From an optimization exercise on the open Yosys and OpenROAD flow, aimed at small area; shortcuts taken in it are not production practice. In this exercise RTL edits were held to simulation tests only and were not proved equivalent to the original. Power and IR drop assume default switching activity.

## cbc_dig
module cbc_dig(clk,rst_n,RX_A,RX_C,TX_C,CH_A,CH_B,dst,eep_rd_data,eep_addr,eep_cs_n,eep_r_w_n,chrg_pmp_en);
For scale: about 930 cells after synthesis, about 9800 µm² of cells after synthesis.
export LEC_CHECK = 0
export CAP_MARGIN = 0
export CORE_MARGIN = 2
export CORE_UTILIZATION = 65
export GPL_TIMING_DRIVEN = 0
export SLEW_MARGIN = 0
create_clock -name core_clock -period 10.0 [get_ports {clk}]
standard.sh (not shown) runs the stock make flow with config.mk's settings and CLKGATE_MAP_FILE= SYNTH_SCRIPT=/design/flow/synth_recipe.tcl, a recipe that flattens the netlist after the stock synthesis.
==> flow/flow/run.sh <==
#!/bin/bash
# Layout flow: the standard flow (standard.sh, synthesis unchanged) with
# the synthesis buffers removed before placement, single-drive port buffers
# and a clock tree without dummy loads.
export REMOVE_ABC_BUFFERS=1
export BUFFER_PORTS_ARGS="-buffer_cell sky130_fd_sc_hd__buf_1"
export CTS_ARGS="-sink_clustering_enable -repair_clock_nets -dont_use_dummy_load -buf_list sky130_fd_sc_hd__clkbuf_4 -sink_clustering_size 9 -sink_clustering_max_diameter 55"
bash standard.sh > standard.log 2>&1
status=$?
tail -40 standard.log
exit $status
The starting point completed without violations.
Then changed:
Settings changed: CORE_UTILIZATION 65 to 70, PLACE_DENSITY set to 0.9.
Outcome:
- count of clock-buffer cells in the layout went down by 1
- setup slack is better by 0.19 ns
- clock power fell by about 3%
- synthesized area stays the same
- via count hardly moves
- power fell by 0.52%
- flip-flop and latch count stays the same
- core utilization rose by 3.9 points
Then changed:
Settings changed: PLACE_DENSITY 0.9 to not set.
After rerunning: Power grows slightly; count of clock-buffer cells in the layout grows by 1; cell area went up slightly.


Starting RTL as in the previous note.
export LEC_CHECK = 0
export CAP_MARGIN = 0
export CORE_MARGIN = 2
export CORE_UTILIZATION = 70
export GPL_TIMING_DRIVEN = 0
export PLACE_DENSITY = 0.9
export SLEW_MARGIN = 0
create_clock -name core_clock -period 10.0 [get_ports {clk}]
==> flow/flow/run.sh <==
#!/bin/bash
# Layout flow: the standard flow (standard.sh) with its synthesis run
# first and unchanged; then, for placement onwards, the synthesis buffers are
# removed before placement, ports get single-drive buffers, the largest
# buffers are kept out of repair, and the clock tree is built without dummy
# loads.
bash standard.sh synth > synth.log 2>&1 || { tail -40 synth.log; exit 1; }
export REMOVE_ABC_BUFFERS=1
export BUFFER_PORTS_ARGS="-buffer_cell sky130_fd_sc_hd__buf_1"
export DONT_USE_CELLS="sky130_fd_sc_hd__buf_16 sky130_fd_sc_hd__buf_12 sky130_fd_sc_hd__buf_8"
export CTS_ARGS="-sink_clustering_enable -repair_clock_nets -dont_use_dummy_load -buf_list sky130_fd_sc_hd__clkbuf_4 -sink_clustering_size 9 -sink_clustering_max_diameter 55"
bash standard.sh > standard.log 2>&1
status=$?
tail -40 standard.log
exit $status
The first run finished with timing, DRC and antenna clean.
Next try:
==> flow/flow/run.sh (replaced) <==
#!/bin/bash
# Layout flow: the standard flow (standard.sh, synthesis unchanged) with
# the synthesis buffers removed before placement, single-drive port buffers
# and a clock tree without dummy loads.
export REMOVE_ABC_BUFFERS=1
export BUFFER_PORTS_ARGS="-buffer_cell sky130_fd_sc_hd__buf_1"
export CTS_ARGS="-sink_clustering_enable -repair_clock_nets -dont_use_dummy_load -buf_list sky130_fd_sc_hd__clkbuf_4 -sink_clustering_size 9 -sink_clustering_max_diameter 55"
bash standard.sh > standard.log 2>&1
status=$?
tail -40 standard.log
exit $status
Settings changed: CAP_MARGIN 0 to 10, CORE_UTILIZATION 70 to 65, PLACE_DENSITY 0.9 to unset, SLEW_MARGIN 0 to 10.
What happened:
- area after synthesis stays the same
- clock power rose by a few percent
- die area rose by a little under a tenth
- core utilization fell by 3.9 points
- global-route usage stays flat
- register-to-register slack is worse by 0.11 ns
Next try:
Settings changed: CAP_MARGIN 10 to 0, CORE_UTILIZATION 65 to 70, PLACE_DENSITY set to 0.8, SLEW_MARGIN 10 to 0.
=>
- The changed run produced a clean layout
- count of clock-buffer cells in the layout stays the same
- critical path depth came out higher by 2
- cell count came out lower by 0.44%
- power hardly moves
- synthesized area does not change
- via count came out higher by 1.0%
- die area came out lower by 6.9%
- worst setup slack is worse by 0.013 ns
- fmax hardly moves
- design area came out lower by 0.52%


Another version of the RTL of cbc_dig (not shown whole).
For scale: about 880 cells after synthesis, about 230 flip-flops, about 9900 µm² of cells after synthesis.
==> flow/design.v (excerpt) <==
module cbc_dig(clk,rst_n,RX_A,RX_C,TX_C,CH_A,CH_B,dst,eep_rd_data,eep_addr,eep_cs_n,eep_r_w_n,chrg_pmp_en);
input clk,rst_n;
input RX_A;
input RX_C;
output TX_C;
output CH_A;
output CH_B;
output [13:0] dst;
input [13:0] eep_rd_data;
output [1:0] eep_addr;
output eep_cs_n;
output eep_r_w_n;
output chrg_pmp_en;
wire rdyA, rdyC;
wire [7:0] rxA, rxC;
cbc_rx iRXA(.clk(clk), .rst_n(rst_n), .RX(RX_A), .rdy(rdyA), .rx_data(rxA));
cbc_rx iRXC(.clk(clk), .rst_n(rst_n), .RX(RX_C), .rdy(rdyC), .rx_data(rxC));
reg tlow;             
reg [5:0] high_byte;
reg vld1, vld2;       
always @(posedge clk, negedge rst_n)
  if (!rst_n) tlow <= 1'b0;
  else tlow <= tlow ^ rdyA;
always @(posedge clk)
  if (rdyA & ~tlow) high_byte <= rxA[5:0];
always @(posedge clk, negedge rst_n)
  if (!rst_n) vld1 <= 1'b0;
  else vld1 <= rdyA & tlow;
always @(posedge clk)
  vld2 <= vld1;
wire [13:0] Xmeas = {high_byte, rxA};
localparam C_IDLE  = 3'd0;
localparam C_SENDH = 3'd1;
localparam C_SENDM = 3'd2;
localparam C_RSPHB = 3'd3;    
localparam C_RSPHI = 3'd4;    
localparam C_RSPLB = 3'd5;    
  ...
clock: 10.0 ns
lec_check: 0
cap_margin: 0
core_margin: 2
core_utilization: 65
slew_margin: 0
==> flow/flow/run.sh <==
#!/bin/bash
# Layout flow: the standard flow (standard.sh, synthesis unchanged) with
# single-drive port buffers and a clock tree without dummy loads.
export BUFFER_PORTS_ARGS="-buffer_cell sky130_fd_sc_hd__buf_1"
export CTS_ARGS="-sink_clustering_enable -repair_clock_nets -dont_use_dummy_load -buf_list sky130_fd_sc_hd__clkbuf_4 -sink_clustering_size 10 -sink_clustering_max_diameter 60"
bash standard.sh > standard.log 2>&1
status=$?
tail -40 standard.log
exit $status
Rerun with:
CORE_UTILIZATION = 40   (was 65)
Utilization went down by 25 points.
Register-to-register slack gets better by 0.099 ns.
Synthesized area stays the same.
Clock-buffer cell count rose by 2.
Total power rises by 0.37%.
Worst hold slack hardly moves.
Synthesized cell count does not change.
Setup slack improves by 0.099 ns.


## east
cbc_dig with an RTL version that a note above also has.
For scale: ~930 cells after synthesis, about 230 flip-flops, about 40 I/O pins, about 9800 µm² of cells after synthesis.
==> flow/design.v (excerpt) <==
module cbc_dig(clk,rst_n,RX_A,RX_C,TX_C,CH_A,CH_B,dst,eep_rd_data,eep_addr,eep_cs_n,eep_r_w_n,chrg_pmp_en);
input clk,rst_n;
input RX_A;
input RX_C;
output TX_C;
output CH_A;
output CH_B;
output [13:0] dst;
input [13:0] eep_rd_data;
output [1:0] eep_addr;
output eep_cs_n;
output eep_r_w_n;
output chrg_pmp_en;
wire rdyA, rdyC;
wire [7:0] rxA, rxC;
cbc_rx iRXA(.clk(clk), .rst_n(rst_n), .RX(RX_A), .rdy(rdyA), .rx_data(rxA));
cbc_rx iRXC(.clk(clk), .rst_n(rst_n), .RX(RX_C), .rdy(rdyC), .rx_data(rxC));
reg tlow;             
reg [5:0] high_byte;
reg vld1, vld2;       
always @(posedge clk, negedge rst_n)
  if (!rst_n) tlow <= 1'b0;
  else tlow <= tlow ^ rdyA;
always @(posedge clk)
  if (rdyA & ~tlow) high_byte <= rxA[5:0];
always @(posedge clk, negedge rst_n)
  if (!rst_n) vld1 <= 1'b0;
  else vld1 <= rdyA & tlow;
always @(posedge clk)
  vld2 <= vld1;
wire [13:0] Xmeas = {high_byte, rxA};
  ...
Settings: LEC_CHECK=0, CAP_MARGIN=0, CORE_MARGIN=2, CORE_UTILIZATION=70, GPL_TIMING_DRIVEN=0, PLACE_DENSITY=0.7, SLEW_MARGIN=0; clock period 10.0 ns.
==> flow/flow/run.sh <==
#!/bin/bash
# Layout flow: the standard flow (standard.sh, synthesis unchanged) with
# the synthesis buffers removed before placement, single-drive port buffers
# and a clock tree without dummy loads.
export REMOVE_ABC_BUFFERS=1
export BUFFER_PORTS_ARGS="-buffer_cell sky130_fd_sc_hd__buf_1"
export CTS_ARGS="-sink_clustering_enable -repair_clock_nets -dont_use_dummy_load -buf_list sky130_fd_sc_hd__clkbuf_4 -sink_clustering_size 9 -sink_clustering_max_diameter 55"
bash standard.sh > standard.log 2>&1
status=$?
tail -40 standard.log
exit $status
east: PASS, flow complete, no timing, DRC or antenna violations
Here is what was changed in the inputs of west compared with east.
Settings: PLACE_DENSITY: 0.7 -> unset.
-- flow/flow/run.sh --
<<< east, line 7
export CTS_ARGS="-sink_clustering_enable -repair_clock_nets -dont_use_dummy_load -buf_list sky130_fd_sc_hd__clkbuf_4 -sink_clustering_size 9 -sink_clustering_max_diameter 55"
>>> west, line 7
export CTS_ARGS="-sink_clustering_enable -repair_clock_nets -dont_use_dummy_load -buf_list {sky130_fd_sc_hd__clkbuf_2 sky130_fd_sc_hd__clkbuf_4} -sink_clustering_size 9 -sink_clustering_max_diameter 55"
- On cell internal power dissipation, east tracks west almost exactly.
- west -> east: full die area delta 0, exact match
- Diff east..west | wire length | unchanged
- Re worst slew margin relative to its limit: no difference whatsoever between east and west.
- Re DRC violation count after routing: no difference whatsoever between west and east.
- On number of non-clock buffers, west tracks east almost exactly.

[what the ideal ports hide]
The results above use ideal ports. As a check the final layouts listed here were re-extracted and re-timed, cells and wires unchanged. Step 1 (the two cells are an assumption about what drives the block):
set clk [get_ports {clk}]
set_driving_cell -lib_cell sky130_fd_sc_hd__clkbuf_16 $clk
set_driving_cell -lib_cell sky130_fd_sc_hd__buf_2 [delete_from_list [all_inputs] $clk]
Step 2 times the ports against the registers' clock, not the clock port: input delays grow and output delays shrink by t, the midpoint of the rising clock arrivals with the driver on. Three values: no drivers, after step 1, after step 2; two values: the first two.
run | t, ns | setup slack, ns | worst data-port slew with drivers (ns)
the first run of note 1 | 0.707 | 0.578 / 0.578 / 0.578 | 0.04
the second run of note 1 | 0.688 | 0.773 / 0.773 / 0.773 | 0.03
the third run of note 1 | 0.691 | 0.618 / 0.618 / 0.618 | 0.04
the first run of note 2 | 0.688 | 0.773 / 0.773 / 0.773 | 0.03
the second run of note 2 | 0.682 | 0.668 / 0.668 / 0.668 | 0.04
the third run of note 2 | 0.675 | 0.654 / 0.654 / 0.654 | 0.04
the first run of note 3 | 0.681 | 0.484 / 0.484 / -0.084 | 0.04
the second run of note 3 | 0.683 | 0.583 / 0.583 / 0.037 | 0.04
east | 0.691 | 0.618 / 0.618 / 0.618 | 0.04
west | 0.691 | 0.618 / 0.618 / 0.618 | 0.04
With both steps, setup timing fails in the first run of note 3, where it was met with ideal ports. The setup slack of the first run of note 3, which loses most, moves by 0.000 ns with the drivers and by -0.568 ns with both steps.
